Source: an optimization exercise on an open RTL-to-GDS flow (aim: small area and a short achievable clock period). Production flows keep margins and buffers that such runs may drop.
In this exercise RTL edits were held to simulation tests only and were not proved equivalent to the original.
No driver is modelled on the clock port, so clocking that relies on it looks cheaper here than on a real chip.
Power is estimated from default activity; no workload was simulated.

==> flow/design.v, too long to show whole: its modules and the start of the top module <==
// module add_fa: 6 lines
// module add_ha: 6 lines
// module add_xnor: 6 lines
// module add_or: 6 lines
// module mult_core_fast: 5257 lines
module mult_core_fast (
    input                iclk        ,
    input                irst        ,
    input        [71:0]  idata       ,
    input        [71:0]  idata_kernel,
    input                icalc_en    ,
    output logic [7:0]   odata       ,
    output logic         odata_valid
);
  // ...
==> flow/flow/run.sh <==
#!/bin/bash
# Standard layout, except that the port buffers are plain buf_1 cells instead of
# the default delay buffers. Each tool's output goes to its own log in this folder.
set -euo pipefail
export BUFFER_PORTS_ARGS="-buffer_cell sky130_fd_sc_hd__buf_1"
bash standard.sh > orfs_make.log 2>&1
==> flow/standard.sh <==
#!/bin/bash
# synth_recipe.tcl (not shown) runs the flow's synth.tcl, then flattens the netlist and writes it again
# the make line also repeats each setting of config.mk as NAME=value (left out here)
make -C /OpenROAD-flow-scripts/flow DESIGN_CONFIG=/design/flow/config.mk WORK_HOME=/design/flow/orfs CLKGATE_MAP_FILE= SYNTH_SCRIPT=/design/flow/synth_recipe.tcl "${@:-finish}"
==> flow/config.mk <==
export PLATFORM = sky130hd
export DESIGN_NAME = mult_core_fast
export DESIGN_NICKNAME = mult_core_fast
export VERILOG_FILES = /design/flow/design.v
export SDC_FILE = /design/flow/constraint.sdc
export NUM_CORES = 4
export LEC_CHECK = 0
export CAP_MARGIN = 20
export CORE_MARGIN = 2
export CORE_UTILIZATION = 65
export CTS_CLUSTER_DIAMETER = 100
export CTS_CLUSTER_SIZE = 40
export SLEW_MARGIN = 20
export SYNTH_HIERARCHICAL = 1
==> flow/constraint.sdc <==
create_clock -name core_clock -period 8.5 [get_ports {iclk}]
set_input_delay 1.7000 -clock core_clock [delete_from_list [all_inputs] [get_ports {iclk}]]
set_output_delay 1.7000 -clock core_clock [all_outputs]
set_load 0.01 [all_outputs]
==> flow_metrics.tcl, run 1 <==
set metrics [dict create \
    synth_top_area_share 0.3188 \
    yosysUniqueCellTypes 48 \
    firstDrtPassIters 21 \
    viasPerCell 5.555 \
    nClkBuffers 16 \
    wl_met2_um 23090 \
    io_pins 156 \
    diodes 0 \
    critPathTopFamily "adder cells" \
    route.detailed.drc 0 \
    setup_tns_ns 0 \
    final_common_cell "nand2_1" \
    cp_data_arrival_time_ns 4.53 \
    finalPower_uw 9024 \
    hold_end "ro_2844" \
    worst_setup_path_start_kind "flop" \
    p_comb_uw 5610 \
    rows 69 \
    area_delta_synth_final_pct 4.762 \
    core_area_um2 35660 \
    pg_seq_uw 2540 \
    ant_nets 0 \
    use_met1 0.3547 \
    portBuffers 155 \
    yosysTopAreaCell "fa_1" \
    async_flop_share 0 \
    multi_input_area_share 0.6683 \
    fin_hold_ws_ns 0.4523 \
    clkTransAtPathRegs_ns 0.12 \
    synthAdderAreaFrac 0.4119 \
    period_minus_slack_ns 4.128 \
    die_h_um 194.3 \
    drt_wl_total_um 46260 \
    fmax_mhz 242.3 \
    signal_buffers 155 \
    top_layer "met4" \
    yosys.area_share.simple 0.1528 \
    fin_cells 2802 \
    cp_slowest_cell "dfxtp_1" \
    status "timing/DRC/antenna clean" \
    synth_top_family_by_area "adder cells" \
]
==> run 2, diff against run 1 <==
--- a/flow/config.mk
+++ b/flow/config.mk
@@ -8,7 +8,5 @@
 export CAP_MARGIN = 20
 export CORE_MARGIN = 2
 export CORE_UTILIZATION = 65
-export CTS_CLUSTER_DIAMETER = 100
-export CTS_CLUSTER_SIZE = 40
 export SLEW_MARGIN = 20
 export SYNTH_HIERARCHICAL = 1
==> run 2 against run 1 <==
  * Clock skew down 0.0010 ns
  * Total power up 8.9%
  * Utilization increased by 2.2 points
  * Design area increased by 3.1%
  * Synthesized cell count did not move
  * Critical path type unchanged
  * Die area stayed put
==> flow_metrics.tcl, run 2 <==
set metrics [dict create \
    p_leak_uw 0.009697 \
    root_buffer "clkbuf_16" \
    firstDrtPassIters 22 \
    diodes 0 \
    drt_wl_total_um 47550 \
    ys_seq_area_frac 0.2729 \
    synth_nets 2968 \
    core_area_um2 35660 \
    clkTransAtPathRegs_ns 0.06 \
    h-tree-depth 2 \
    crit_chain "nand2_1 > fa_1 > fa_1 > fa_1 > fa_1 > ha_1 > nand4_1 > or3b_1 > a31oi_1 > o31a_2 > a21oi_1 > xnor2_1" \
    yosys_warnings 7 \
    synthCells 2295 \
    gp_congestion 0.8999 \
    yosysTopAreaCell "fa_1" \
    io_pins 156 \
    grt_pass1_wl_um 80540 \
    r2r_start "rin_2" \
    setup_viol 0 \
    fin_hold_ws_ns 0.4407 \
    die-area_um2 37760 \
    yosysUniqueCellTypes 48 \
    portBuffers 155 \
    hp-class "flop to flop" \
    cellPowerDensity_nw_per_um2 386.4 \
    final-max-slew-violation-count 0 \
    drive_gt1_frac 0.05042 \
    area_delta_synth_final_pct 8.035 \
    rows 69 \
    status "timing/DRC/antenna clean" \
    report.final.hold_viol_count 0 \
    ant_nets 0 \
    start_util 0.6604 \
    grt_max_degree 15 \
    critPathTopFamily "adder cells" \
    grt_overflow 0 \
    synth_ff_type "dfxtp_1" \
    worst_skew_pair.late_latency_ns 0.54 \
    final_core_util 0.7134 \
    startpoint "rin_2" \
    crit_required_ns 8.91 \
    hpwlAfterDp_um 38340 \
    route.detailed.drc 0 \
    timing.slew.headroom 0.7296 \
    yosysMostFrequentCell "nand2_1" \
    synth_area_um2 23550 \
    hold_buffers 0 \
    end_kind "flop" \
    cts_resized 0 \
    cts_setup_buffers 0 \
    synth_edf_count 0 \
    antenna_found_initial 0 \
    gr-usage-all-layers 0.2653 \
    slowest_delay_ns 0.52 \
    ys_ff_latch 321 \
    die_w_um 194.3 \
    min_period_over_period 0.4833 \
    yosys-top-cells-area "fa_1 (32%), dfxtp_1 (27%), nand2_1 (10%)" \
    grt_pass1_vias 16541 \
    worst_setup_path_start_kind "flop" \
    cts.sinks 321 \
    vias 15753 \
    final_cell_mix "nand2_1 (629), fa_1 (375), dfxtp_1 (321), buf_1 (155), ha_1 (151)" \
    synthTopCellsByCount "nand2_1 (629), fa_1 (375), dfxtp_1 (321)" \
    worst_pin_slew_ns 0.4022 \
    viasPerCell 5.545 \
    cpMostUsedCell "fa_1" \
    tritoncts "built" \
    ir_drop_v 0.0003345 \
    cp_slowest_cell "fa_1" \
    skew_ns 0.01666 \
    cp_max_fo 8 \
    tritoncts.num_buffers 36 \
    synth_top_area_share 0.3188 \
    finalNetCount 3027 \
    largest_register_ffs 4 \
    die_h_um 194.3 \
    drv_cap 0 \
    fmax_mhz 243.4 \
    crit_buf_inv 0 \
    async_flop_share 0 \
    rsz0062_at_grt "no" \
    critical_path_class "flop to flop" \
    regMostFlops "valid_pipe" \
    final_common_cell "nand2_1" \
    setup_tns_ns 0 \
    syn-mean-instance-area_um2 10.26 \
    clockBufferDepth 3 \
    drt_iter0_markers 674 \
    cp_data_arrival_time_ns 4.52 \
    period_minus_slack_ns 4.108 \
    hold_start "valid_pipe[2]" \
    avgRoutedWirePerCell_um 16.74 \
]
run 2: modules after synthesis (local to each module, per instance):
module	cells	flops+latches
mult_core_fast	1645	321
add_fa	1	0
add_or	1	0
add_ha	1	0
add_xnor	1	0
run 2: path summary, 6_finish.rpt:
| path | end | slack, ns | depth (start not counted) |
|---|---|---|---|
| setup / recovery | rp_2454 | 4.39 | 12 |
| hold reg to reg | valid_pipe[3] | 0.44 | 1 |
| setup reg to reg | rp_2454 | 4.39 | 12 |
| hold / removal | valid_pipe[3] | 0.44 | 1 |
run 2: worst reg2reg max path: stages (launching register included):
cell	delay [ns]
dfxtp_1	0.51
nand2_1	0.13
fa_1	0.49
fa_1	0.40
fa_1	0.52
fa_1	0.41
ha_1	0.37
nand4_1	0.11
or3b_1	0.38
a31oi_1	0.24
o31a_2	0.20
a21oi_1	0.08
xnor2_1	0.14
run 2: logic make-up (layout without fill, tap and decap cells):
| family | after synthesis | count (layout) | synth area share |
|---|---|---|---|
| AOI/OAI and AO/OA | 203 | 203 | 0.05840 |
| xor gates and xnor gates | 184 | 184 | 0.06844 |
| adders and majority gates | 553 | 553 | 0.4119 |
| buffers and inverters | 161 | 246 | 0.02694 |
| DFF | 321 | 321 | 0.2729 |
| muxes | 19 | 19 | 0.008503 |
| and+or+nand+nor | 854 | 854 | 0.1528 |
run 2: metal layers:
metal | GRT usage | part of all wire | vias to the layer above
met5 | 0 | 0 | -
met4 | 0.07265 | 0.020 | 0
met3 | 0.03748 | 0.048 | 65
met2 | 0.4568 | 0.50 | 378
met1 | 0.3548 | 0.44 | 7826
li1 | - | - | 7484
run 2: through the flow:
stage / setup slack, ns / area, µm² / power [µW] / cells
after floorplan: 4.659 / 23550 / 6845 / 2295
after detailed placement: 4.421 / 24170 / 8234 / 2777
after global placement: 4.561 / 24170 / 8081 / 2777
final: 4.392 / 25440 / 9829 / 2841
after CTS: 4.383 / 25440 / 9936 / 2841
after global routing: 4.141 / 25440 / 10850 / 2841
run 2: cell type report:
cell class	count	area, µm²
inverters	27	101.3
repair buffers	155	581.8
well taps	461	576.8
clock inverters	14	211.5
multi-input cells	1813	16480
flip-flops and latches	321	6426
clock buffers	50	1055
fillers	2738	10220
run 2: report_power, final:
| part | internal [µW] | leakage, µW | switching [µW] |
|---|---|---|---|
| Combinational | 2740 | 0.00638 | 2900 |
| Clock | 1020 | 0.000607 | 624 |
| Sequential | 2090 | 0.00271 | 454 |
| Total | 5850 | 0.00970 | 3980 |
==> run 3, diff against run 2 <==
--- a/flow/config.mk
+++ b/flow/config.mk
@@ -8,5 +8,8 @@
 export CAP_MARGIN = 20
 export CORE_MARGIN = 2
 export CORE_UTILIZATION = 65
+export CTS_CLUSTER_DIAMETER = 100
+export CTS_CLUSTER_SIZE = 40
+export SETUP_SLACK_MARGIN = 4.6
 export SLEW_MARGIN = 20
 export SYNTH_HIERARCHICAL = 1
==> run 3 against run 2 <==
  * Sequential share of layout area up 1.0 points
  * Utilization grew 0.55 points
  * Critical path depth did not move
  * Cell count decreased by 0.14%
  * Synthesized area is the same
  * Synthesized cell count did not move
  * Fmax up 7.7%
==> flow_metrics.tcl, run 3 <==
set metrics [dict create \
    worst_slack_ns 4.685 \
    drive_gt1_frac 0.1317 \
    timing.slew.headroom 0.7294 \
    synth_ff_type "dfxtp_1" \
    end_kind "flop" \
    synthCells 2295 \
    grt_pass1_vias 16275 \
    worst_pin_slew_ns 0.4025 \
    fin_hold_ws_ns 0.4524 \
    p_leak_uw 0.009534 \
    worst_setup_path_start_kind "flop" \
    die_h_um 194.3 \
    final-max-slew-violation-count 0 \
    crit_chain "nand2_1 > fa_1 > fa_1 > fa_1 > fa_1 > ha_4 > nand4_1 > or3b_4 > a31oi_2 > o31a_2 > a21oi_1 > xnor2_1" \
    synth_area_um2 23550 \
    regMostFlops "valid_pipe" \
    critical_path_class "flop to flop" \
    cpMostUsedCell "fa_1" \
    root_buffer "clkbuf_16" \
    clockBufferDepth 3 \
    drt_iter0_markers 803 \
    finalNetCount 3041 \
    status "timing/DRC/antenna clean" \
    yosys-top-cells-area "fa_1 (32%), dfxtp_1 (27%), nand2_1 (10%)" \
    start_util 0.6604 \
    setup_viol 0 \
    cp_max_fo 8 \
    synth_nets 2968 \
    report.final.hold_viol_count 0 \
    syn-mean-instance-area_um2 10.26 \
    io_pins 156 \
    cts.sinks 321 \
    yosys_warnings 7 \
    slowest_delay_ns 0.51 \
    gp_congestion 0.8999 \
    final_common_cell "nand2_1" \
    largest_register_ffs 4 \
    crit_required_ns 8.92 \
    grt_pass1_wl_um 79190 \
    async_flop_share 0 \
    period_minus_slack_ns 3.815 \
    die-area_um2 37760 \
    min_period_over_period 0.4488 \
    avgRoutedWirePerCell_um 16.82 \
    skew_ns 0.01766 \
    portBuffers 155 \
    yosysUniqueCellTypes 48 \
    grt_max_degree 35 \
    cellPowerDensity_nw_per_um2 367.6 \
    vias 15832 \
    firstDrtPassIters 23 \
    yosysTopAreaCell "fa_1" \
    worst_skew_pair.late_latency_ns 0.52 \
    cp_data_arrival_time_ns 4.24 \
    synthTopCellsByCount "nand2_1 (629), fa_1 (375), dfxtp_1 (321)" \
    critPathTopFamily "adder cells" \
    hpwlAfterDp_um 38340 \
    final_cell_mix "nand2_1 (626), fa_1 (367), dfxtp_1 (190), buf_1 (155), xnor2_1 (141)" \
    ys_seq_area_frac 0.2729 \
    tritoncts "built" \
    die_w_um 194.3 \
    viasPerCell 5.581 \
    pre_cts_ws_ns 4.421 \
    synth_edf_count 0 \
    tritoncts.num_buffers 15 \
    core_area_um2 35660 \
    clkTransAtPathRegs_ns 0.12 \
    area_delta_synth_final_pct 8.869 \
    drt_wl_total_um 47710 \
    antenna_found_initial 0 \
    ys_ff_latch 321 \
    rows 69 \
    rsz0062_at_grt "yes" \
    h-tree-depth 1 \
    ant_nets 0 \
    yosysMostFrequentCell "nand2_1" \
    synth_top_area_share 0.3188 \
    route.detailed.drc 0 \
    setup_tns_ns 0 \
    diodes 0 \
    ir_drop_v 0.0003311 \
    hp-class "flop to flop" \
    cp_slowest_cell "fa_1" \
    gr-usage-all-layers 0.2584 \
    grt_overflow 0 \
    crit_buf_inv 0 \
    drv_cap 0 \
    fmax_mhz 262.2 \
]
[run 3: repair_timing]
action,4_1_cts,5_1_grt
pin swaps,0,23
setup endpoints to repair,29,44
cloned,0,0
buffers inserted,0,35
hold endpoints to repair,0,0
hold buffers,0,0
gates resized for setup,85,170
[run 3: cell type report]
cell class / count / area [µm²]
Multi-Input combinational cell: 1813 / 16880
Inverter: 27 / 101.3
Clock inverter: 9 / 106.4
Tap cell: 461 / 576.8
Clock buffer: 16 / 389.1
Sequential cell: 321 / 6733
Timing Repair Buffer: 190 / 844.6
Fill cell: 2678 / 10020
[run 3: Yosys stat by module (local to each module, per instance)]
module / flip-flops and latches / cell area, µm²
add_fa: 0 / 20.02
add_ha: 0 / 12.51
add_or: 0 / 6.256
add_xnor: 0 / 8.758
mult_core_fast: 321 / 13230
[run 3: logic make-up after synthesis]
family,after synthesis,share of synthesized area
multiplexers,19,0.008503
adder cells (fa/ha/maj),553,0.4119
XOR/XNOR,184,0.06844
buffers and inverters,161,0.02694
AND/OR/NAND/NOR,854,0.1528
AO/OA/AOI/OAI,203,0.05840
flip-flops,321,0.2729
[run 3: metrics by stage]
stage | util | std cells | power (µW) | area (µm²)
after detailed placement | 0.6779 | 2777 | 8234 | 24170
after global placement | 0.6779 | 2777 | 8081 | 24170
after floorplan | - | 2295 | 6845 | 23550
final | 0.7189 | 2837 | 9424 | 25630
after global routing | 0.7189 | 2837 | 10450 | 25630
after CTS | 0.6965 | 2802 | 9199 | 24830
[run 3: power breakdown]
part	internal [µW]	switching, µW
combinational	2960	3040
sequential	2090	449
clock	361	522
[run 3: path summary, 6_finish.rpt]
check          start  endpoint  slack (ns)  depth (start not counted)
max reg2reg   rin_33   rp_2486        4.69                         12
min reg2reg  rs_2777   ro_2844        0.45                          1
max           rin_33   rp_2486        4.69                         12
min          rs_2777   ro_2844        0.45                          1
[run 3: worst register-to-register path: stages, from the launching register on]
cell	delay (ns)
dfxtp_4	0.41
nand2_1	0.08
fa_1	0.50
fa_1	0.40
fa_1	0.51
fa_1	0.46
ha_4	0.32
nand4_1	0.08
or3b_4	0.38
a31oi_2	0.18
o31a_2	0.20
a21oi_1	0.08
xnor2_1	0.12
[run 3: routing by layer]
layer | vias to the layer above | GRT usage | part of all wire
met3 | 38 | 0.02985 | 0.045
met5 | - | 0 | 0
met4 | 0 | 0.04046 | 0.014
li1 | 7501 | - | -
met1 | 7928 | 0.3565 | 0.43
met2 | 365 | 0.4515 | 0.51
==> run 4, diff against run 3 <==
--- a/flow/config.mk
+++ b/flow/config.mk
@@ -9,7 +9,7 @@
 export CORE_MARGIN = 2
 export CORE_UTILIZATION = 65
 export CTS_CLUSTER_DIAMETER = 100
-export CTS_CLUSTER_SIZE = 40
+export CTS_CLUSTER_SIZE = 30
 export SETUP_SLACK_MARGIN = 4.6
 export SLEW_MARGIN = 20
 export SYNTH_HIERARCHICAL = 1
==> run 4 against run 3 <==
  * Still clean on timing, DRC and antenna
  * Total power fell by 0.45%
  * Synthesized cell count did not move
  * Clock-buffer cell count rose by 2
  * Sequential share of layout area rose by 0.16 points
  * Design area fell by 0.51%
  * Clock power rose by 1%
  * Critical endpoint unchanged
  * Highest routed layer unchanged
==> flow_metrics.tcl, run 4 <==
set metrics [dict create \
    ys_ff_latch 321 \
    grt_max_degree 31 \
    yosys-top-cells-area "fa_1 (32%), dfxtp_1 (27%), nand2_1 (10%)" \
    ys_seq_area_frac 0.2729 \
    cp_max_fo 8 \
    report.final.hold_viol_count 0 \
    synth_area_um2 23550 \
    clkTransAtPathRegs_ns 0.11 \
    crit_required_ns 8.92 \
    crit_chain "nand2_1 > fa_1 > fa_1 > fa_1 > fa_1 > ha_4 > nand4_1 > or3b_4 > a31oi_2 > o31a_2 > a21oi_1 > xnor2_1" \
    hold_start "rs_2777" \
    grt_overflow 0 \
    syn-mean-instance-area_um2 10.26 \
    synth_edf_count 0 \
    reg2reg_slack_ns 4.69 \
    io_pins 156 \
    ant_nets 0 \
    drv_cap 0 \
    core_area_um2 35660 \
    cp_slowest_cell "fa_1" \
    avgRoutedWirePerCell_um 16.76 \
    gp_congestion 0.8999 \
    largest_register_ffs 4 \
    grt_pass1_wl_um 79090 \
    regMostFlops "valid_pipe" \
    final-max-slew-violation-count 0 \
    rsz0062_at_grt "yes" \
    synthTopCellsByCount "nand2_1 (629), fa_1 (375), dfxtp_1 (321)" \
    finalNetCount 3027 \
    drt_wl_total_um 47290 \
    yosysMostFrequentCell "nand2_1" \
    firstDrtPassIters 22 \
    pre_cts_ws_ns 4.421 \
    diodes 0 \
    final_common_cell "nand2_1" \
    worst_skew_pair.late_latency_ns 0.52 \
    yosysUniqueCellTypes 48 \
    portBuffers 155 \
    cpMostUsedCell "fa_1" \
    hp-class "flop to flop" \
    die_w_um 194.3 \
    reg2reg_depth 12 \
    p_leak_uw 0.009467 \
    r2r_start "rin_48" \
    route.detailed.drc 0 \
    synth_ff_type "dfxtp_1" \
    period_minus_slack_ns 3.807 \
    synth_top_area_share 0.3188 \
    hold_depth 1 \
    synthCells 2295 \
    die-area_um2 37760 \
    synth_nets 2968 \
    antenna_found_initial 0 \
    grt_pass1_vias 16222 \
    tritoncts.num_buffers 15 \
    clockBufferDepth 3 \
    drt_iter0_markers 774 \
    min_period_over_period 0.4479 \
    status "timing/DRC/antenna clean" \
    drive_gt1_frac 0.1228 \
    fmax_mhz 262.7 \
    async_flop_share 0 \
    setup_tns_ns 0 \
    ir_drop_v 0.0003504 \
    timing.slew.headroom 0.7293 \
    worst_pin_slew_ns 0.4027 \
    cts.sinks 321 \
    hpwlAfterDp_um 38340 \
    yosys_warnings 7 \
    tritoncts "built" \
    skew_ns 0.01577 \
    critical_path_class "flop to flop" \
    slowest_delay_ns 0.51 \
    worst_setup_path_start_kind "flop" \
    final_cell_mix "nand2_1 (627), fa_1 (369), dfxtp_1 (189), buf_1 (155), xnor2_1 (141)" \
    area_delta_synth_final_pct 8.316 \
    h-tree-depth 1 \
    hold_end "ro_2844" \
    gr-usage-all-layers 0.2582 \
    worst_slack_ns 4.693 \
    vias 15692 \
    cellPowerDensity_nw_per_um2 367.8 \
    die_h_um 194.3 \
    rr_endpoint "rp_2486" \
    root_buffer "clkbuf_16" \
    rows 69 \
    cp_data_arrival_time_ns 4.22 \
    viasPerCell 5.561 \
    setup_viol 0 \
    yosysTopAreaCell "fa_1" \
    end_kind "flop" \
    hold_buffers 0 \
    start_util 0.6604 \
]
==> run 4: cell counts after synthesis <==
Identical to the previous run, type by type.
==> run 4: critical path: cells and delay by family (launching register included) <==
family | cells | cell delay (ns)
AO/OA/AOI/OAI | 3 | 0.46
AND/OR/NAND/NOR | 3 | 0.54
flip-flops | 1 | 0.40
adder cells (fa/ha/maj) | 5 | 2.18
XOR/XNOR | 1 | 0.12
==> run 4: cell type report <==
class | count | area (µm²)
fill | 2703 | 10150
sequential | 321 | 6739
multi-input combinational | 1813 | 16850
timing repair buffer | 176 | 739.5
tap | 461 | 576.8
clock buffer | 18 | 396.6
inverter | 27 | 101.3
clock inverter | 6 | 97.59
==> run 4: worst max path at each step <==
stage	startpoint	endpoint	slack [ns]	depth (start not counted)
2_1_floorplan	rin_16	rp_2454	4.66	13
3_3_place_gp	rin_98	rp_2549	4.56	12
3_5_place_dp	rin_2	rp_2454	4.42	12
4_1_cts	rin_5	rp_2454	4.58	12
5_1_grt	rin_97	rp_2549	4.56	12
6_report	rin_48	rp_2486	4.69	12
==> run 4: timing repair <==
| item | CTS | global route |
|---|---|---|
| pin swaps | 0 | 11 |
| buffers inserted | 0 | 21 |
| setup endpoints to repair | 28 | 41 |
| hold endpoints to repair | 0 | 0 |
| gates cloned | 0 | 0 |
| resized for setup | 89 | 159 |
==> run 4: cell families (layout without fill, tap and decap cells) <==
group,Yosys count,count (layout),share of synthesized area
XOR/XNOR,184,184,0.06844
AND/OR/NAND/NOR,854,854,0.1528
adder cells (fa/ha/maj),553,553,0.4119
multiplexers,19,19,0.008503
AO/OA/AOI/OAI,203,203,0.05840
buffers and inverters,161,227,0.02694
flip-flops,321,321,0.2729
==> run 4: metrics by stage <==
step,util,cells,cell area [µm²],power [µW],hold WS [ns]
finish,0.7153,2822,25500,9381,0.4513
global route,0.7153,2822,25500,10400,0.4748
CTS,0.6969,2801,24850,9222,0.4443
detailed placement,0.6779,2777,24170,8234,0.4291
global placement,0.6779,2777,24170,8081,0.4211
floorplan,-,2295,23550,6845,0.4138
==> run 4: power breakdown <==
part	leakage [µW]	internal [µW]	switching, µW
Combinational	0.00650	2930	3020
Clock	0.000243	406	489
Sequential	0.00273	2090	448
Total	0.00947	5420	3960
==> run 4: per-module statistics from Yosys, one instance, submodules excluded <==
module / cells inside / area (µm²) / times used / flops+latches
add_fa: 1 / 20.02 / 375 / 0
add_ha: 1 / 12.51 / 149 / 0
add_or: 1 / 6.256 / 63 / 0
add_xnor: 1 / 8.758 / 63 / 0
mult_core_fast: 1645 / 13230 / 1 / 321
==> run 4: metal layers <==
metal | global-route usage | wire length [µm] | vias up
li1 | - | - | 7477
met1 | 0.3553 | 20790 | 7853
met2 | 0.4503 | 23710 | 324
met3 | 0.03106 | 2070 | 38
met4 | 0.04274 | 718 | 0
met5 | 0 | 0 | -
==> run 5, diff against run 4 <==
==> flow/flow/run.sh (replaced) <==
#!/bin/bash
# Standard layout with two changes:
#  - the port buffers are plain buf_1 cells instead of the default delay buffers;
#  - after clock tree synthesis, flow/skew.tcl delays the clock of the two
#    internal register banks (rp_*: products, rs_*: adder-tree rows), whose
#    inputs and outputs are all other registers, to balance the three internal
#    register-to-register stages (useful skew). Registers next to ports
#    (rin_*, ro_*, valid_pipe) keep the tree's clock.
# Each tool's output goes to its own log in this folder.
set -euo pipefail
export BUFFER_PORTS_ARGS="-buffer_cell sky130_fd_sc_hd__buf_1"
bash standard.sh cts > orfs_to_cts.log 2>&1
R=orfs/results/sky130hd/mult_core_fast/base
export SKEW_IN=$R/4_1_cts.odb
export SKEW_OUT=$R/4_1_cts.odb
export SKEW_CLASSES="rp_* sky130_fd_sc_hd__clkdlybuf4s50_1 sky130_fd_sc_hd__clkbuf_1 ; rs_* sky130_fd_sc_hd__clkdlybuf4s50_1 sky130_fd_sc_hd__clkdlybuf4s50_1"
openroad -no_splash -exit flow/skew.tcl > skew.log 2>&1
cp $R/4_1_cts.odb $R/4_cts.odb
bash standard.sh > orfs_finish.log 2>&1
==> flow/flow/skew.tcl (new file) <==
# Useful skew for internal register-to-register paths.
# Delays the clock of the registers named in SKEW_CLASSES by putting a chain of
# clock buffers between their leaf clock net and their clock pins, one chain per
# leaf net and class. Only registers whose inputs and outputs are other
# registers (no port paths) are listed.
# env: SKEW_IN, SKEW_OUT (odb files), SKEW_CLASSES: "pattern cell cell ... ; pattern cell ..."
# (the listed cells make the delay; a clkbuf sized for the sink count is added last)
read_db $::env(SKEW_IN)
set db [ord::get_db]
set block [ord::get_db_block]
set classes {}
foreach spec [split $::env(SKEW_CLASSES) ";"] {
  set spec [string trim $spec]
  if {$spec eq ""} continue
  lappend classes $spec
}
set n 0
set nets {}
foreach net [$block getNets] {
  if {[$net getSigType] eq "CLOCK"} { lappend nets $net }
}
foreach net $nets {
  foreach spec $classes {
    set pat [lindex $spec 0]
    set cells [lrange $spec 1 end]
    set sinks {}
    foreach it [$net getITerms] {
      if {[[$it getMTerm] getName] ne "CLK"} continue
      if {[string match $pat [[$it getInst] getName]]} { lappend sinks $it }
    }
    if {[llength $sinks] == 0} continue
    # centroid of the sinks
    set sx 0; set sy 0
    foreach it $sinks {
      set b [[$it getInst] getBBox]
      set sx [expr {$sx + [$b xMin]}]; set sy [expr {$sy + [$b yMin]}]
    }
    set cx [expr {int($sx / [llength $sinks])}]; set cy [expr {int($sy / [llength $sinks])}]
    set drv $net
    # the last buffer drives the sinks: size it by their number
    set k [llength $sinks]
    if {$k <= 8} { set last sky130_fd_sc_hd__clkbuf_4 } elseif {$k <= 18} { set last sky130_fd_sc_hd__clkbuf_8 } else { set last sky130_fd_sc_hd__clkbuf_16 }
    foreach cell [concat $cells $last] {
      set m [$db findMaster $cell]
      incr n
      set inst [odb::dbInst_create $block $m "skewbuf_$n"]
      set onet [odb::dbNet_create $block "skewnet_$n"]
      $onet setSigType CLOCK
      [$inst findITerm A] connect $drv
      [$inst findITerm X] connect $onet
      $inst setLocation $cx $cy
      $inst setPlacementStatus PLACED
      set drv $onet
    }
    foreach it $sinks {
      $it disconnect
      $it connect $drv
    }
    puts "skew: net [$net getName] class $pat: [llength $sinks] sinks behind [llength $cells] buffers"
  }
}
detailed_placement
check_placement -verbose
write_db $::env(SKEW_OUT)
--- a/flow/config.mk
+++ b/flow/config.mk
@@ -9,7 +9,6 @@
 export CORE_MARGIN = 2
 export CORE_UTILIZATION = 65
 export CTS_CLUSTER_DIAMETER = 100
-export CTS_CLUSTER_SIZE = 30
-export SETUP_SLACK_MARGIN = 4.6
+export CTS_CLUSTER_SIZE = 40
 export SLEW_MARGIN = 20
 export SYNTH_HIERARCHICAL = 1
==> run 5 against run 4 <==
  * The layout now fails its checks (negative hold slack)
  * Total power is 1.7% higher
  * Utilization increased by 0.12 points
  * Via count rose by 1.9%
  * Combinational power is 4.9% lower
  * Critical path depth stayed put
  * Setup slack gained 0.37 ns
  * Worst hold slack lost 0.46 ns
==> flow_metrics.tcl, run 5 <==
set metrics [dict create \
    final-max-slew-violation-count 0 \
    regMostFlops "valid_pipe" \
    grt_max_degree 28 \
    synth_nets 2968 \
    syn-mean-instance-area_um2 10.26 \
    setup_tns_ns 0 \
    crit_required_ns 9.60 \
    fillerInstances 2713 \
    end_kind "flop" \
    reg2reg_slack_ns 5.06 \
    p_leak_uw 0.009727 \
    yosysMostFrequentCell "nand2_1" \
    grt_overflow 0 \
    yosysUniqueCellTypes 48 \
    gp_congestion 0.8999 \
    yosysTopAreaCell "fa_1" \
    ys_ff_latch 321 \
    synthTopCellsByCount "nand2_1 (629), fa_1 (375), dfxtp_1 (321)" \
    worst_skew_pair.late_latency_ns 1.63 \
    rows 69 \
    synth_top_area_share 0.3188 \
    synthCells 2295 \
    largest_register_ffs 4 \
    p_sw_frac 0.4178 \
    h-tree-depth 1 \
    yosys-top-cells-area "fa_1 (32%), dfxtp_1 (27%), nand2_1 (10%)" \
    avgRoutedWirePerCell_um 16.51 \
    fin_hold_ws_ns -0.01240 \
    io_pins 156 \
    worst_pin_slew_ns 0.4025 \
    root_buffer "clkbuf_16" \
    ant_nets 0 \
    grt_pass1_vias 16657 \
    final_cell_mix "nand2_1 (629), fa_1 (375), dfxtp_1 (321), buf_1 (155), ha_1 (151)" \
    route.detailed.drc 0 \
    hpwlAfterDp_um 38340 \
    portBuffers 155 \
    viasPerCell 5.524 \
    timing.slew.headroom 0.7294 \
    die-area_um2 37760 \
    start_util 0.6604 \
    tritoncts "built" \
    gr-usage-all-layers 0.2626 \
    yosys_warnings 7 \
    cts_setup_buffers 0 \
    cp_max_fo 8 \
    firstDrtPassIters 23 \
    fmax_mhz 291.0 \
    pwr-share-comb 0.594 \
    hp-class "flop to flop" \
    drt_wl_total_um 47790 \
    cellPowerDensity_nw_per_um2 373.4 \
    synth_ff_type "dfxtp_1" \
    critical_path_class "flop to flop" \
    worst_setup_path_start_kind "flop" \
    core_area_um2 35660 \
    finalNetCount 3098 \
    die_h_um 194.3 \
    pwr-share-seq 0.266 \
    drt_iter0_markers 834 \
    rsz0062_at_grt "no" \
    vias 15986 \
    grt_pass1_wl_um 80330 \
    synth_area_um2 23550 \
    min_period_over_period 0.4043 \
    final_common_cell "nand2_1" \
    async_flop_share 0 \
    pwr-share-clk 0.140 \
    clkTransAtPathRegs_ns 0.09 \
    period_minus_slack_ns 3.437 \
    area_delta_synth_final_pct 8.502 \
    synth_edf_count 0 \
    drive_gt1_frac 0.04233 \
    diodes 0 \
    clockBufferDepth 3 \
    status "failed layout checks" \
    setup_viol 0 \
    skew_ns 1.154 \
    drv_cap 0 \
    cp_data_arrival_time_ns 4.53 \
    ys_seq_area_frac 0.2729 \
    report.final.hold_viol_count 2 \
    tritoncts.num_buffers 15 \
    antenna_found_initial 0 \
    cts.sinks 321 \
    die_w_um 194.3 \
    p_int_uw 5555 \
    ir_drop_v 0.0003316 \
    switchingPower_uw 3985 \
    so_faults "negative hold slack" \
]
==> run 5: changes by cell type in the layout (fill, tap and decap cells not counted), sizes merged <==
cell / change
clkbuf: +27
buf: -21
clkdlybuf4s50: +22
bufinv: -2
dlygate4sd3: +41
inv: +5
==> run 5: path summary, 6_finish.rpt <==
kind	startpoint	cells after the start	to
hold / removal	rin_121	3	rp_2554
hold reg to reg	rin_121	3	rp_2554
setup reg to reg	rin_2	12	rp_2454
setup / recovery	rin_2	12	rp_2454
==> run 5: power groups by stage <==
stage | sequential (µW) | combinational (µW) | clock, µW
after detailed placement | 2580 | 5660 | 0
after floorplan | 2330 | 4510 | 0
after global routing | 2590 | 6540 | 1430
final | 2540 | 5660 | 1340
after global placement | 2570 | 5510 | 0
after CTS | 2540 | 5700 | 911
==> run 5: repair_timing <==
action / CTS / global route
hold buffers: 0 / 41
resized for setup: 0 / 0
hold endpoints to repair: 0 / 18
==> run 5: critical path: stages, from the launching register on <==
cell     delay [ns]
dfxtp_1        0.52
nand2_1        0.13
fa_1           0.50
fa_1           0.41
fa_1           0.52
fa_1           0.42
ha_1           0.37
nand4_1        0.11
or3b_1         0.39
a31oi_1        0.24
o31a_2         0.20
a21oi_1        0.08
xnor2_1        0.14
==> run 5: area by class of cell <==
cell class / count / area, µm² / share of cell area
Tap cell: 461 / 576.8 / 0.02258
Clock buffer: 16 / 389.1 / 0.01523
Sequential cell: 321 / 6426 / 0.2515
Timing Repair Buffer: 196 / 992.2 / 0.03884
Clock inverter: 9 / 106.4 / 0.004163
Multi-Input combinational cell: 1813 / 16480 / 0.6453
Inverter: 27 / 101.3 / 0.003967
Buffer: 51 / 470.5 / 0.01842
==> run 5: layer usage <==
layer  vias up  track usage  wire (µm)
li1       7618            -          -
met1      7961       0.3577      21020
met2       348       0.4564      23880
met3        59      0.03332       2075
met4         0      0.05328        816
met5         -            0          0
==> run 5: through the flow <==
step / instance area, µm² / instances / utilization / power, µW / worst slack, ns
2_1_floorplan: 23550 / 2295 / - / 6845 / 4.659
3_3_place_gp: 24170 / 2777 / 0.6779 / 8081 / 4.561
3_5_place_dp: 24170 / 2777 / 0.6779 / 8234 / 4.421
4_1_cts: 24670 / 2802 / 0.6918 / 9150 / 4.391
5_1_grt: 25550 / 2894 / 0.7165 / 10560 / 4.852
6_report: 25550 / 2894 / 0.7165 / 9540 / 5.063
==> run 5: cell families after synthesis <==
group,after synthesis,synth area share
simple gates,854,0.1528
mux,19,0.008503
compound gates,203,0.05840
xor+xnor,184,0.06844
buf+inv,161,0.02694
flops,321,0.2729
fa+ha+maj,553,0.4119
==> run 5: modules after synthesis (local to each module, per instance) <==
module,cell area (µm²),flip-flops and latches
mult_core_fast,13230,321
add_fa,20.02,0
add_ha,12.51,0
add_xnor,8.758,0
add_or,6.256,0
==> run 6, diff against run 5 <==
--- a/flow/flow/run.sh
+++ b/flow/flow/run.sh
@@ -6,6 +6,8 @@
 #    inputs and outputs are all other registers, to balance the three internal
 #    register-to-register stages (useful skew). Registers next to ports
 #    (rin_*, ro_*, valid_pipe) keep the tree's clock.
+# From global routing on, timing repair keeps a hold margin (and, where set
+# here, a setup margin) over the skewed clocks.
 # Each tool's output goes to its own log in this folder.
 set -euo pipefail
 export BUFFER_PORTS_ARGS="-buffer_cell sky130_fd_sc_hd__buf_1"
@@ -16,4 +18,4 @@
 export SKEW_CLASSES="rp_* sky130_fd_sc_hd__clkdlybuf4s50_1 sky130_fd_sc_hd__clkbuf_1 ; rs_* sky130_fd_sc_hd__clkdlybuf4s50_1 sky130_fd_sc_hd__clkdlybuf4s50_1"
 openroad -no_splash -exit flow/skew.tcl > skew.log 2>&1
 cp $R/4_1_cts.odb $R/4_cts.odb
-bash standard.sh > orfs_finish.log 2>&1
+HOLD_SLACK_MARGIN=0.1 bash standard.sh > orfs_finish.log 2>&1
--- a/flow/config.mk
+++ b/flow/config.mk
@@ -9,6 +9,6 @@
 export CORE_MARGIN = 2
 export CORE_UTILIZATION = 65
 export CTS_CLUSTER_DIAMETER = 100
-export CTS_CLUSTER_SIZE = 40
+export CTS_CLUSTER_SIZE = 30
 export SLEW_MARGIN = 20
 export SYNTH_HIERARCHICAL = 1
==> run 6 against run 5 <==
  * The run now finishes clean
  * Wire length increased by 0.14%
  * Critical path depth did not move
  * Clock-buffer cell count rose by 2
  * Worst hold slack gained 0.089 ns
  * Utilization is 0.49 points higher
  * Sequential cell count unchanged
  * Synthesized cell count is the same
  * Sequential share of layout area shrank 0.17 points
  * Non-clock buffer count rose by 18
  * Total power up 0.21%
  * Critical endpoint unchanged
==> flow_metrics.tcl, run 6 <==
set metrics [dict create \
    status "timing/DRC/antenna clean" \
    largest_register_ffs 4 \
    tritoncts.num_buffers 15 \
    synth_top_area_share 0.3188 \
    ys_ff_latch 321 \
    firstDrtPassIters 22 \
    ys_seq_area_frac 0.2729 \
    crit_chain "nand2_1 > fa_1 > fa_1 > fa_1 > fa_1 > ha_1 > nand4_1 > or3b_1 > a31oi_1 > o31a_2 > a21oi_1 > xnor2_1" \
    viasPerCell 5.519 \
    final-max-slew-violation-count 0 \
    regArea_um2 6426 \
    route.detailed.drc 0 \
    synth_edf_count 0 \
    avgRoutedWirePerCell_um 16.44 \
    rsz0062_at_grt "no" \
    start_util 0.6604 \
    final_cell_mix "nand2_1 (629), fa_1 (375), dfxtp_1 (321), buf_1 (155), ha_1 (151)" \
    endpoint "rp_2454" \
    period_minus_slack_ns 3.444 \
    synth_ff_type "dfxtp_1" \
    drt_iter0_markers 723 \
    skew_ns 1.146 \
    synthCells 2295 \
    final_core_util 0.7214 \
    end_kind "flop" \
    yosysTopAreaCell "fa_1" \
    wl_met3_um 2241 \
    portBuffers 155 \
    yosysMostFrequentCell "nand2_1" \
    report.final.hold_viol_count 0 \
    syn-mean-instance-area_um2 10.26 \
    fmax_mhz 290.3 \
    die-area_um2 37760 \
    gr-usage-all-layers 0.2618 \
    io_pins 156 \
    rr_endpoint "rp_2454" \
    root_buffer "clkbuf_16" \
    regMostFlops "valid_pipe" \
    post_dp_cell_area_um2 24170 \
    critical_path_class "flop to flop" \
    drt_wl_total_um 47850 \
    worst_skew_pair.late_latency_ns 1.62 \
    setup_viol 0 \
    p_leak_uw 0.009788 \
    antenna_found_initial 0 \
    grt_pass1_wl_um 80070 \
    async_flop_share 0 \
    synth_area_um2 23550 \
    cts.sinks 321 \
    vias 16066 \
    cp_data_arrival_time_ns 4.53 \
    yosys_warnings 7 \
    startpoint "rin_2" \
    top_layer "met4" \
    diodes 0 \
    fillerInstances 2723 \
    finalNetCount 3116 \
    min_period_over_period 0.4052 \
    ir_drop_v 0.0003423 \
    gp_congestion 0.8999 \
    die_w_um 194.3 \
    cp_slowest_cell "dfxtp_1" \
    reg2reg_slack_ns 5.06 \
    timing.slew.headroom 0.7304 \
    ant_nets 0 \
    die_h_um 194.3 \
    drive_gt1_frac 0.04082 \
    worst_setup_path_start_kind "flop" \
    synth_nets 2968 \
    grt_max_degree 27 \
    fin_hold_ws_ns 0.07678 \
    rows 69 \
    clockBufferDepth 3 \
    grt_overflow 0 \
    cellPowerDensity_nw_per_um2 371.7 \
    multi_input_area_um2 16480 \
    yosys-top-cells-area "fa_1 (32%), dfxtp_1 (27%), nand2_1 (10%)" \
    crit_required_ns 9.59 \
    h-tree-depth 1 \
    synthTopCellsByCount "nand2_1 (629), fa_1 (375), dfxtp_1 (321)" \
    reg2reg_depth 12 \
    clkTransAtPathRegs_ns 0.10 \
    cpMostUsedCell "fa_1" \
    setup_tns_ns 0 \
    final_common_cell "nand2_1" \
    worst_pin_slew_ns 0.4010 \
    yosysUniqueCellTypes 48 \
    r2r_start "rin_2" \
    tritoncts "built" \
    drt-met1-wl_um 21020 \
    area_delta_synth_final_pct 9.241 \
    hold_depth 3 \
    core_area_um2 35660 \
    hpwlAfterDp_um 38340 \
    grt_pass1_vias 16610 \
    wl_met2_um 23780 \
    cts_resized 0 \
    slowest_delay_ns 0.52 \
    hp-class "flop to flop" \
    cp_max_fo 8 \
    drv_cap 0 \
    final_area_um2 25720 \
]
## run 6: cell count changes in the layout (fill, tap and decap cells not counted), sizes merged
cell         delta
clkbuf          +2
inv             -5
bufinv          +2
dlygate4sd3    +18
## run 6: modules after synthesis (local to each module, per instance)
module / copies in the design / flops+latches
add_xnor: 63 / 0
add_fa: 375 / 0
mult_core_fast: 1 / 321
add_or: 63 / 0
add_ha: 149 / 0
## run 6: worst max-delay path, delay by kind of cell (launching register included)
family | cells | cell delay [ns]
adder cells (fa/ha/maj) | 5 | 2.23
AND/OR/NAND/NOR | 3 | 0.63
flip-flops | 1 | 0.52
AO/OA/AOI/OAI | 3 | 0.52
XOR/XNOR | 1 | 0.14
## run 6: through the flow
stage | std cells | total power (µW) | setup WS (ns)
global route | 2911 | 10570 | 4.851
floorplan | 2295 | 6845 | 4.659
finish | 2911 | 9560 | 5.056
CTS | 2801 | 9162 | 4.390
detailed placement | 2777 | 8234 | 4.421
global placement | 2777 | 8081 | 4.561
## run 6: final cells by class
class / instances / area share
buffer: 51 / 0.01810
tap: 461 / 0.02243
clock buffer: 18 / 0.01542
inverter: 27 / 0.003940
multi-input combinational: 1813 / 0.6409
sequential: 321 / 0.2498
clock inverter: 6 / 0.003794
timing repair buffer: 214 / 0.04558
## run 6: kinds of logic after synthesis
logic type      after synthesis  synth area share
buf+inv                     161           0.02694
simple gates                854            0.1528
mux                          19          0.008503
compound gates              203           0.05840
xor+xnor                    184           0.06844
flops                       321            0.2729
fa+ha+maj                   553            0.4119
## run 6: worst min path at each step
stage / from / end
6_report: rin_120 / rp_2567
5_1_grt: rin_115 / rp_2554
4_1_cts: rs_2777 / ro_2844
3_5_place_dp: valid_pipe[2] / valid_pipe[3]
3_3_place_gp: valid_pipe[0] / valid_pipe[1]
2_1_floorplan: valid_pipe[0] / valid_pipe[1]
## run 6: report_power, final
| group | internal, µW | switching (µW) | leakage (µW) |
|---|---|---|---|
| Sequential | 2090 | 451 | 0.00271 |
| Clock | 749 | 590 | 0.000453 |
| Combinational | 2760 | 2920 | 0.00663 |
| Total | 5600 | 3960 | 0.00979 |
## run 6: what timing repair did
item	4_1_cts	5_1_grt
buffers inserted	0	0
hold buffers	0	59
endpoints found under the hold margin	0	31
## run 6: layer usage
layer | global-route usage | up-vias
met2 | 0.4543 | 371
met1 | 0.3561 | 7992
met4 | 0.05328 | 0
met3 | 0.03453 | 51
li1 | - | 7652
met5 | 0 | -
==> run 7, diff against run 6 <==
--- a/flow/flow/run.sh
+++ b/flow/flow/run.sh
@@ -18,4 +18,4 @@
 export SKEW_CLASSES="rp_* sky130_fd_sc_hd__clkdlybuf4s50_1 sky130_fd_sc_hd__clkbuf_1 ; rs_* sky130_fd_sc_hd__clkdlybuf4s50_1 sky130_fd_sc_hd__clkdlybuf4s50_1"
 openroad -no_splash -exit flow/skew.tcl > skew.log 2>&1
 cp $R/4_1_cts.odb $R/4_cts.odb
-HOLD_SLACK_MARGIN=0.1 bash standard.sh > orfs_finish.log 2>&1
+HOLD_SLACK_MARGIN=0.1 SETUP_SLACK_MARGIN=5.2 bash standard.sh > orfs_finish.log 2>&1
==> run 7 against run 6 <==
  * Worst hold slack improved by 0.034 ns
  * Register-to-register slack improved by 0.23 ns
  * Die area unchanged
  * Critical path type unchanged
==> flow_metrics.tcl, run 7 <==
set metrics [dict create \
    synth_top_area_share 0.3188 \
    core_area_um2 35660 \
    grt_pass1_wl_um 80070 \
    ant_nets 0 \
    finalNetCount 3131 \
    gr-usage-all-layers 0.2618 \
    hold_depth 4 \
    cp_data_arrival_time_ns 4.71 \
    r2r_start "rp_2514" \
    p_int_uw 5688 \
    setup_tns_ns 0 \
    p_sw_frac 0.4136 \
    die_h_um 194.3 \
    grt_max_degree 27 \
    cellPowerDensity_nw_per_um2 371.4 \
    drt_wl_total_um 48320 \
    switchingPower_uw 4012 \
    largest_register_ffs 4 \
    cp_max_fo 3 \
    rsz0062_at_grt "yes" \
    ir_drop_v 0.0003386 \
    final-max-slew-violation-count 0 \
    yosysUniqueCellTypes 48 \
    io_pins 156 \
    diodes 0 \
    min_period_over_period 0.3780 \
    yosysTopAreaCell "fa_1" \
    syn-mean-instance-area_um2 10.26 \
    async_flop_share 0 \
    vias 16127 \
    end_kind "flop" \
    reg2reg_depth 11 \
    hp-class "flop to flop" \
    synthCells 2295 \
    die_w_um 194.3 \
    drv_cap 0 \
    clkTransAtPathRegs_ns 0.09 \
    fmax_mhz 311.3 \
    ys_seq_area_frac 0.2729 \
    synth_area_um2 23550 \
    worst_setup_path_start_kind "flop" \
    crit_required_ns 10.00 \
    tritoncts "built" \
    grt_pass1_vias 16610 \
    skew_ns 1.145 \
    drive_gt1_frac 0.08154 \
    antenna_found_initial 0 \
    critical_path_class "flop to flop" \
    start_util 0.6604 \
    root_buffer "clkbuf_16" \
    gp_congestion 0.8999 \
    viasPerCell 5.512 \
    synth_nets 2968 \
    worst_pin_slew_ns 0.4010 \
    startpoint "rp_2514" \
    pwr-share-seq 0.263 \
    cts.sinks 321 \
    yosys-top-cells-area "fa_1 (32%), dfxtp_1 (27%), nand2_1 (10%)" \
    worst_skew_pair.late_latency_ns 1.61 \
    pwr-share-clk 0.138 \
    area_delta_synth_final_pct 10.93 \
    hold_start "rin_42" \
    regMostFlops "valid_pipe" \
    status "timing/DRC/antenna clean" \
    firstDrtPassIters 22 \
    tritoncts.num_buffers 15 \
    clockBufferDepth 3 \
    die-area_um2 37760 \
    synth_ff_type "dfxtp_1" \
    grt_overflow 0 \
    final_common_cell "nand2_1" \
    yosysMostFrequentCell "nand2_1" \
    synth_edf_count 0 \
    final_cell_mix "nand2_1 (629), fa_1 (373), dfxtp_1 (239), buf_1 (155), ha_1 (147)" \
    portBuffers 155 \
    setup_viol 0 \
    ys_ff_latch 321 \
    pwr-share-comb 0.599 \
    rows 69 \
    timing.slew.headroom 0.7304 \
    report.final.hold_viol_count 0 \
    route.detailed.drc 0 \
    hpwlAfterDp_um 38340 \
    avgRoutedWirePerCell_um 16.51 \
    yosys_warnings 7 \
    p_leak_uw 0.009857 \
    drt_iter0_markers 736 \
    fin_hold_ws_ns 0.1105 \
    h-tree-depth 1 \
    period_minus_slack_ns 3.213 \
    synthTopCellsByCount "nand2_1 (629), fa_1 (375), dfxtp_1 (321)" \
]
## run 7: cell types whose count changed in the layout (fill, tap and decap cells not counted), moves of 3 or more
cell	previous run	this run
a21oi_2	0	3
dfxtp_1	321	239
dfxtp_4	0	13
dlygate4sd3_1	59	73
a31oi_2	0	6
a21oi_1	55	52
ha_4	0	4
ha_1	151	147
a31oi_1	26	20
dfxtp_2	0	69
## run 7: layer usage
metal / global-route usage / vias to the layer above / wire length (µm)
li1: - / 7680 / -
met5: 0 / - / 0
met2: 0.4543 / 363 / 24220
met4: 0.05328 / 0 / 787
met3: 0.03453 / 52 / 2139
met1: 0.3561 / 8032 / 21170
## run 7: cells by family (layout without fill, tap and decap cells)
family	count (synthesis)	after routing	share of synthesized area
xor gates and xnor gates	184	184	0.06844
DFF	321	321	0.2729
adders and majority gates	553	553	0.4119
AOI/OAI and AO/OA	203	203	0.05840
buffers and inverters	161	331	0.02694
muxes	19	19	0.008503
and+or+nand+nor	854	854	0.1528
## run 7: power by group through the flow
stage / sequential [µW] / combinational [µW] / clock, µW
detailed placement: 2580 / 5660 / 0
CTS: 2540 / 5690 / 926
finish: 2550 / 5810 / 1340
global route: 2590 / 6680 / 1440
global placement: 2570 / 5510 / 0
floorplan: 2330 / 4510 / 0
## run 7: worst paths after layout
kind,endpoint,slack (ns)
worst min-delay path,rp_2474,0.11
worst min register to register,rp_2474,0.11
worst max-delay path,rs_2760,5.29
worst max register to register,rs_2760,5.29
## run 7: worst max-delay path, cell delays in order, from the launching register on
cell and delay [ns]:
dfxtp_1 0.36, a22oi_1 0.22, a21oi_1 0.11, maj3_2 0.31
maj3_2 0.31, maj3_2 0.31, a221oi_2 0.21, a21oi_2 0.08
fa_2 0.40, ha_4 0.29, fa_1 0.42, fa_1 0.43
## run 7: what timing repair did
item / 4_1_cts / 5_1_grt
gates resized for setup: 0 / 113
setup buffers: 0 / 1
endpoints found under the hold margin: 0 / 39
endpoints found under the setup margin: 0 / 35
hold buffers: 0 / 73
## run 7: through the flow
step	instances	setup WS [ns]	cell area, µm²	power, µW	util
2_1_floorplan	2295	4.659	23550	6845	-
3_3_place_gp	2777	4.561	24170	8081	0.6779
3_5_place_dp	2777	4.421	24170	8234	0.6779
4_1_cts	2801	4.390	24660	9162	0.6918
5_1_grt	2926	5.163	26120	10710	0.7325
6_report	2926	5.287	26120	9700	0.7325
## run 7: Yosys stat by module, one instance, submodules excluded
module	times used	cells inside	area, µm²
add_fa	375	1	20.02
add_ha	149	1	12.51
add_or	63	1	6.256
add_xnor	63	1	8.758
mult_core_fast	1	1645	13230
## run 7: cell type report
class / count / area, µm²
fill: 2666 / 9537
clock buffer: 18 / 396.6
multi-input combinational: 1813 / 16600
tap: 461 / 576.8
sequential: 321 / 6561
clock inverter: 6 / 97.59
buffer: 51 / 465.4
timing repair buffer: 229 / 1320
inverter: 27 / 101.3

what the ideal ports hide:
In the flow no input, the clock included, has a driving cell. The finished layouts below were timed again as built, in two steps.
Step 1 (the two cells are an assumption about what drives the block):
set clk [get_ports {iclk}]
set_driving_cell -lib_cell sky130_fd_sc_hd__clkbuf_16 $clk
set_driving_cell -lib_cell sky130_fd_sc_hd__buf_2 [delete_from_list [all_inputs] $clk]
Step 2, shift: input delay + t, output delay - t, t = (earliest + latest rising clock arrival at the registers) / 2. This alone moves slack from input paths to output paths.
a / b / c = ideal / step 1 / step 2; a / b = the first two.
run	t (ns)	slack for setup (ns)	worst hold slack (ns)	latest minus earliest clock arrival (ns)	slew at the worst register clock pin (ns)	worst data-port slew with drivers (ns)
run 1	0.570	4.372 / 4.372 / 4.372	0.452 / 0.452 / 0.452	0.020 / 0.020	0.12 / 0.12	0.04
run 2	0.591	4.392 / 4.392 / 4.392	0.441 / 0.441 / 0.441	0.020 / 0.020	0.07 / 0.07	0.04
run 3	0.572	4.685 / 4.685 / 4.685	0.452 / 0.452 / 0.452	0.021 / 0.020	0.12 / 0.12	0.04
run 4	0.570	4.693 / 4.693 / 4.693	0.451 / 0.451 / 0.451	0.019 / 0.019	0.12 / 0.12	0.04
run 5	1.112	5.063 / 5.063 / 5.063	-0.012 / -0.012 / -0.012	1.167 / 1.168	0.11 / 0.11	0.04
run 6	1.098	5.056 / 5.056 / 5.056	0.077 / 0.077 / 0.077	1.151 / 1.151	0.11 / 0.11	0.04
run 7	1.095	5.287 / 5.287 / 5.287	0.110 / 0.110 / 0.110	1.151 / 1.151	0.11 / 0.11	0.04
Clock arrivals are far apart in run 5, run 6 and run 7, so t is only a midpoint there and step 2 fits no single register.
